What follows belongs to an exercise in optimizing a design on an open flow for small area; a production flow would make more cautious choices.
The RTL was checked by simulation tests, not by an equivalence proof against the original design.
Power is estimated from default activity; no workload was simulated.

## config.mk

```make
export PLATFORM = sky130hd
export DESIGN_NAME = top_stopwatch
export DESIGN_NICKNAME = top_stopwatch
export VERILOG_FILES = /design/flow/design.v
export SDC_FILE = /design/flow/constraint.sdc
export NUM_CORES = 4
export LEC_CHECK = 0
export CAP_MARGIN = 20
export CORE_MARGIN = 2
export CORE_UTILIZATION = 40
export SLEW_MARGIN = 20
```

## constraint.sdc

```tcl
create_clock -name core_clock -period 10.0 [get_ports {clk}]
set_input_delay 2.0000 -clock core_clock [delete_from_list [all_inputs] [get_ports {clk}]]
set_output_delay 2.0000 -clock core_clock [all_outputs]
set_load 0.01 [all_outputs]
```

## design.v

```verilog
module clk_dll (
    rst,
    clk,
    quick,
    start_stop,
    tick
);
  input rst, clk, start_stop;
  input [3:0] quick;
  output tick;
  reg [31:0] half_cycle;
  parameter half_cycle_orig = 249999;
  reg out_clk;
  reg pressed, enabled;
  reg [31:0] cnt_clk;
  always @(*) begin
    case (quick)
      4'b0000: half_cycle = half_cycle_orig;
      4'b1000: half_cycle = half_cycle_orig / 10;
      4'b0100: half_cycle = half_cycle_orig / 100;
      4'b0010: half_cycle = half_cycle_orig / 1000;
      4'b0001: half_cycle = half_cycle_orig / 10000;
      4'b0111: half_cycle = (half_cycle_orig + 1) * 10 - 1;
      default: half_cycle = half_cycle_orig;
    endcase
  end
  assign tick = enabled && !(cnt_clk >= half_cycle) && (cnt_clk == 0) && !out_clk;
  always @(posedge clk or negedge rst) begin
    if (!rst) begin
      enabled <= 0;
      pressed <= 0;
      out_clk <= 0;
      cnt_clk <= 0;
    end else begin
      if (pressed && !start_stop) enabled <= !enabled;
      pressed <= start_stop;
      if (enabled) begin
        cnt_clk <= cnt_clk + 1;
        if (cnt_clk >= half_cycle) cnt_clk <= 0;
        else if (cnt_clk == 0) out_clk <= !out_clk;
      end
    end
  end
endmodule
module cnt_100 (
    rst,
    clk,
    en,
    value,
    carry
);
  input rst, clk, en;
  output reg [6:0] value;
  output carry;
  assign carry = en && (value == 99);
  always @(posedge clk or negedge rst) begin
    if (!rst) begin
      value <= 0;
    end else if (en) begin
      value <= value + 1;
      if (value == 99) begin
        value <= 0;
      end
    end
  end
endmodule
module cnt_60 (
    rst,
    clk,
    en,
    value,
    carry
);
  input rst, clk, en;
  output reg [6:0] value;
  output carry;
  assign carry = en && (value == 59);
  always @(posedge clk or negedge rst) begin
    if (!rst) begin
      value <= 0;
    end else if (en) begin
      value <= value + 1;
      if (value == 59) begin
        value <= 0;
      end
    end
  end
endmodule
module seg7 (
    digit,
    seg
);
  input [3:0] digit;
  output reg [6:0] seg;
  always @(digit) begin
    case (digit)
      4'b0000: seg = 7'b1000000;
      4'b0001: seg = 7'b1111001;
      4'b0010: seg = 7'b0100100;
      4'b0011: seg = 7'b0110000;
      4'b0100: seg = 7'b0011001;
      4'b0101: seg = 7'b0010010;
      4'b0110: seg = 7'b0000010;
      4'b0111: seg = 7'b1111000;
      4'b1000: seg = 7'b0000000;
      4'b1001: seg = 7'b0010000;
      default: seg = 7'b1111111;
    endcase
  end
endmodule
module top_stopwatch (
    rst,
    clk,
    quick,
    start_stop,
    seg_s001,
    seg_s01,
    seg_s1,
    seg_s10,
    seg_m1,
    seg_m10
);
  input rst, clk, start_stop;
  input [3:0] quick;
  output [6:0] seg_s001, seg_s01, seg_s1, seg_s10, seg_m1, seg_m10;
  wire [6:0] value_s001, value_s, value_m;
  wire tick, carry0, carry1, carry2;
  clk_dll u0 (
      rst,
      clk,
      quick,
      start_stop,
      tick
  );
  cnt_100 u1 (
      rst,
      clk,
      tick,
      value_s001,
      carry0
  );
  cnt_60 u2 (
      rst,
      clk,
      carry0,
      value_s,
      carry1
  );
  cnt_100 u3 (
      rst,
      clk,
      carry1,
      value_m,
      carry2
  );
  seg7 s01 (
      value_s001 / 10,
      seg_s01
  );
  seg7 s001 (
      value_s001 % 10,
      seg_s001
  );
  seg7 s10 (
      value_s / 10,
      seg_s10
  );
  seg7 s1 (
      value_s % 10,
      seg_s1
  );
  seg7 m10 (
      value_m / 10,
      seg_m10
  );
  seg7 m1 (
      value_m % 10,
      seg_m1
  );
endmodule
```

## run.sh

```bash
#!/bin/bash
# synth_recipe.tcl (not shown) runs the flow's synth.tcl, then flattens the netlist and writes it again
# the make line also repeats each setting of config.mk as NAME=value (left out here)
make -C /OpenROAD-flow-scripts/flow DESIGN_CONFIG=/design/flow/config.mk WORK_HOME=/design/flow/orfs CLKGATE_MAP_FILE= SYNTH_SCRIPT=/design/flow/synth_recipe.tcl finish
```

==> metrics.cfg <==
[worst_setup_path]
critical_path_required_ns=8.00
r2r_slack_ns=6.34
crit_fanout=18
cp_num_buf_inv=3
worst_path_max_delay_cell=sky130_fd_sc_hd__a221oi_1
setup.worst_path.class=reg2out
critical_path.endpoint_type=output pin
path_cells=nor2_1 -> inv_1 -> ha_1 -> nand3b_1 -> o21ai_0 -> a211oi_1 -> a221oi_1 -> a21boi_0 -> xnor2_1 -> inv_1 -> ha_1 -> mux2_2 -> o21ai_0 -> clkdlybuf4s50_1
crit_path_start_kind=flip-flop
critical_path_arrival_ns=4.95
critical-path-max-stage-delay_ns=0.63
cp_top_family=compound AO/OA/AOI/OAI gates

[placement]
gpl.final_weighted_congestion=0.879
placement.io_buffers=48
dpl_cell_area_mm2=0.00685
hpwl_mm=10.9

[floorplanning]
die_x_um=130
fp.dieH_um=130
row_count=45
design.core.area_mm2=0.0153
top_level_ports=49
die_outline_area_mm2=0.0168
initial_core_util=0.413

[logic_synthesis]
mappedNetlistNets=875
ys_top_cells_by_count=64 x sky130_fd_sc_hd__nand2_1, 63 x sky130_fd_sc_hd__ha_1, 63 x sky130_fd_sc_hd__o21ai_0, 59 x sky130_fd_sc_hd__nor2_1, 56 x sky130_fd_sc_hd__dfrtp_1
synth.yosys.seq_area_share=0.222
cells_after_synth=805
synth_top_area_frac=0.222
synth_top_family_by_area=compound AO/OA/AOI/OAI gates
post_synth_instance_area_mm2=0.00632
synth-simple-area-share=0.255
synthArstFlopShare=1.00
muxShareOfSynthArea=0.0309
postSynth.topFlopCell=sky130_fd_sc_hd__dfrtp_1
ys_top_cells_by_area=sky130_fd_sc_hd__dfrtp_1 22%, sky130_fd_sc_hd__ha_1 12%, sky130_fd_sc_hd__o21ai_0 5.0%, sky130_fd_sc_hd__nand2_1 3.8%, sky130_fd_sc_hd__a21oi_1 3.7%
ys_ff_latch=56
netlist.top_cell.by_area=sky130_fd_sc_hd__dfrtp_1
leading_cell_type_by_number_of_instances_after_synthesis=sky130_fd_sc_hd__nand2_1
synth_area_per_cell_um2=7.85
synth_warn=10
synth_edf_count=0
synth_xor_xnor_area_share=0.0390
synth_compound_area_frac=0.261
synth.lib_cells_used.distinct=90
area_share_of_fa_ha_maj_cells_after_synthesis=0.127

[finish]
fill_cells=1501
diodes=0
finish.net_count=887
syn_to_final_growth_pct=10.9
finish.instance_area_mm2=0.00700
layout-drive-gt1-share=0.0538

[route]
routed-via-count=5869
dr.pass1.iters=6
total_wirelength_of_the_detailed_routed_design_mm=14.7
per_cell_via_count_in_the_routed_design=5.70
ant_nets=0
avgRoutedWirePerCell_um=14.3
drc_errors=0
drt_first_iter_violations=459

[clock_tree]
htreeDepth=2
cts.clk_slew.worst_paths_ns=0.08
post_cts.repair.setup_buffers=0
cts_tree=done
cts_buffer_depth=2
cts_hold_buffers=0
numCtsBuffers=5
clock_insertion_delay_at_the_later_pin_of_the_skew_report_ns=0.29
clock_sinks=56
post_cts_resized=0
cts.root.buffer_cell=sky130_fd_sc_hd__clkbuf_16

[timing]
setup_tns_ns=0
maxClockFrequency_mhz=144
timing.slew.headroom=0.392
timing_max_transition_violations_final=0
finalSetupViolations=0
fin_crit_ns=6.95
fin_worst_skew_ns=0.00688
tightestPinTransition_ns=0.912
rsz0062_at_grt=false
final_hold_viol_count=0
post_route_clock_period_utilization=0.695

[grt]
via_count_of_the_first_global_routing_pass=5556
grt_antenna_before_repair=0
grt_pass1_wl_mm=25.6
grt.overflow.total=0
grt_use_total=0.178
grt_start_max_net_pins=57

[worst_hold_path]
worst_hold_path_type=reg2reg

[power_and_ir_drop]
static-leakage-power_nw=2.96
cellPowerDensity_mw_per_mm2=154
worst_ir_drop_vdd_v=0.000189

[status]
outcome=no timing/DRC/antenna violations

[run]
timing.max_cap.violations=0

-- through the flow --
| stage | power [W] | setup WS, ns | instances | util | hold slack (ns) |
|---|---|---|---|---|---|
| CTS | 0.00109 | 3.03 | 1029 | 0.457 | 0.513 |
| floorplan | 0.000686 | 4.51 | 805 | - | 0.465 |
| global placement | 0.000878 | 3.58 | 1021 | 0.447 | 0.488 |
| detailed placement | 0.000902 | 3.40 | 1021 | 0.447 | 0.493 |
| global route | 0.00117 | 2.55 | 1029 | 0.457 | 0.529 |
| finish | 0.00108 | 3.05 | 1029 | 0.457 | 0.504 |
-- state kept, by name, indices dropped and copies added (netlist names) --
name and count:
u0.out_clk 1, u1.value 7, u0.cnt_clk 32, u0.pressed 1
u3.value 7, u0.enabled 1, u2.value 7
-- worst paths after layout --
check                               start              to  cells past startpoint
hold reg to reg            u0.cnt_clk[31]  u0.cnt_clk[31]                      1
hold / removal             u0.cnt_clk[31]  u0.cnt_clk[31]                      1
min in group asynchronous             rst     u2.value[3]                      2
max in group asynchronous             rst      u0.out_clk                      2
setup reg to reg               u0.enabled  u0.cnt_clk[20]                      7
setup / recovery              u2.value[4]       seg_s1[5]                     14
-- worst register-to-register path, cell delays in order (launching register included) --
cell and delay (ns):
sky130_fd_sc_hd__dfrtp_1 0.86, sky130_fd_sc_hd__clkinv_1 0.57, sky130_fd_sc_hd__a2111oi_0 0.54, sky130_fd_sc_hd__o31ai_1 0.23, sky130_fd_sc_hd__inv_1 0.17, sky130_fd_sc_hd__o21a_1 0.75, sky130_fd_sc_hd__o21ai_0 0.23, sky130_fd_sc_hd__a31oi_1 0.22
-- layer usage --
metal | part of all wire | track usage | routed length, um
met5 | 0 | 0 | 0
met4 | 0.0098 | 0.0316 | 145
met3 | 0.027 | 0.0165 | 399
met2 | 0.48 | 0.311 | 7100
met1 | 0.48 | 0.242 | 7090
-- where the power goes --
part / total, W / internal, W / switching, W
clock: 0.000184 / 0.0000949 / 0.0000893
combinational: 0.000599 / 0.000290 / 0.000308
sequential: 0.000294 / 0.000244 / 0.0000493
total: 0.00108 / 0.000630 / 0.000447
-- cell type report --
class,instances,area (um2),area share
clock inverters,3,26.3,0.00375
inverters,54,205,0.0293
flip-flops and latches,56,1400,0.200
clock buffers,5,125,0.0179
well taps,211,264,0.0377
multi-input cells,651,4500,0.642
repair buffers,49,483,0.0690
-- cell families after synthesis --
| family | count (synthesis) |
|---|---|
| compound gates | 242 |
| xor+xnor | 23 |
| fa+ha+maj | 64 |
| buf+inv | 98 |
| flops | 56 |
| mux | 19 |
| simple gates | 303 |
-- placed cells by master (no fill, tap or decap), types with 30 or more instances in the layout --
cell,synthesis,layout
sky130_fd_sc_hd__nand2_1,64,64
sky130_fd_sc_hd__o21ai_0,63,63
sky130_fd_sc_hd__ha_1,63,63
sky130_fd_sc_hd__nor2_1,59,59
sky130_fd_sc_hd__dfrtp_1,56,56
sky130_fd_sc_hd__inv_1,48,48
sky130_fd_sc_hd__a21oi_1,47,47
sky130_fd_sc_hd__clkdlybuf4s50_1,0,47
sky130_fd_sc_hd__nand3_1,35,35
sky130_fd_sc_hd__nor3_1,30,30

==> re-timing with driven ports <==
In the flow no input, the clock included, has a driving cell. The finished layout below was timed again as built, in two steps. Step 1 assumes that a clkbuf_16 drives the clock port and a buf_2 every other input. Step 2 adds t to the input delays and takes it off the output delays; t is the mean of the earliest and latest rising clock arrival at the registers after step 1. Input paths then give back, and output paths get back, about the clock's delay inside the block. a / b / c = no drivers / after step 1 / after step 2; a / b = the first two.
t, ns: 0.328
slack for setup (ns): 3.048 / 3.012 / 3.339
worst setup path after step 2: register to output
worst register clock-pin slew, ns: 0.08 / 0.08
pins driven straight from the clock port: 1
After both steps setup and hold are still met in this run. For this run, drivers alone change the setup slack by -0.036 ns; drivers and shift together by +0.291 ns.
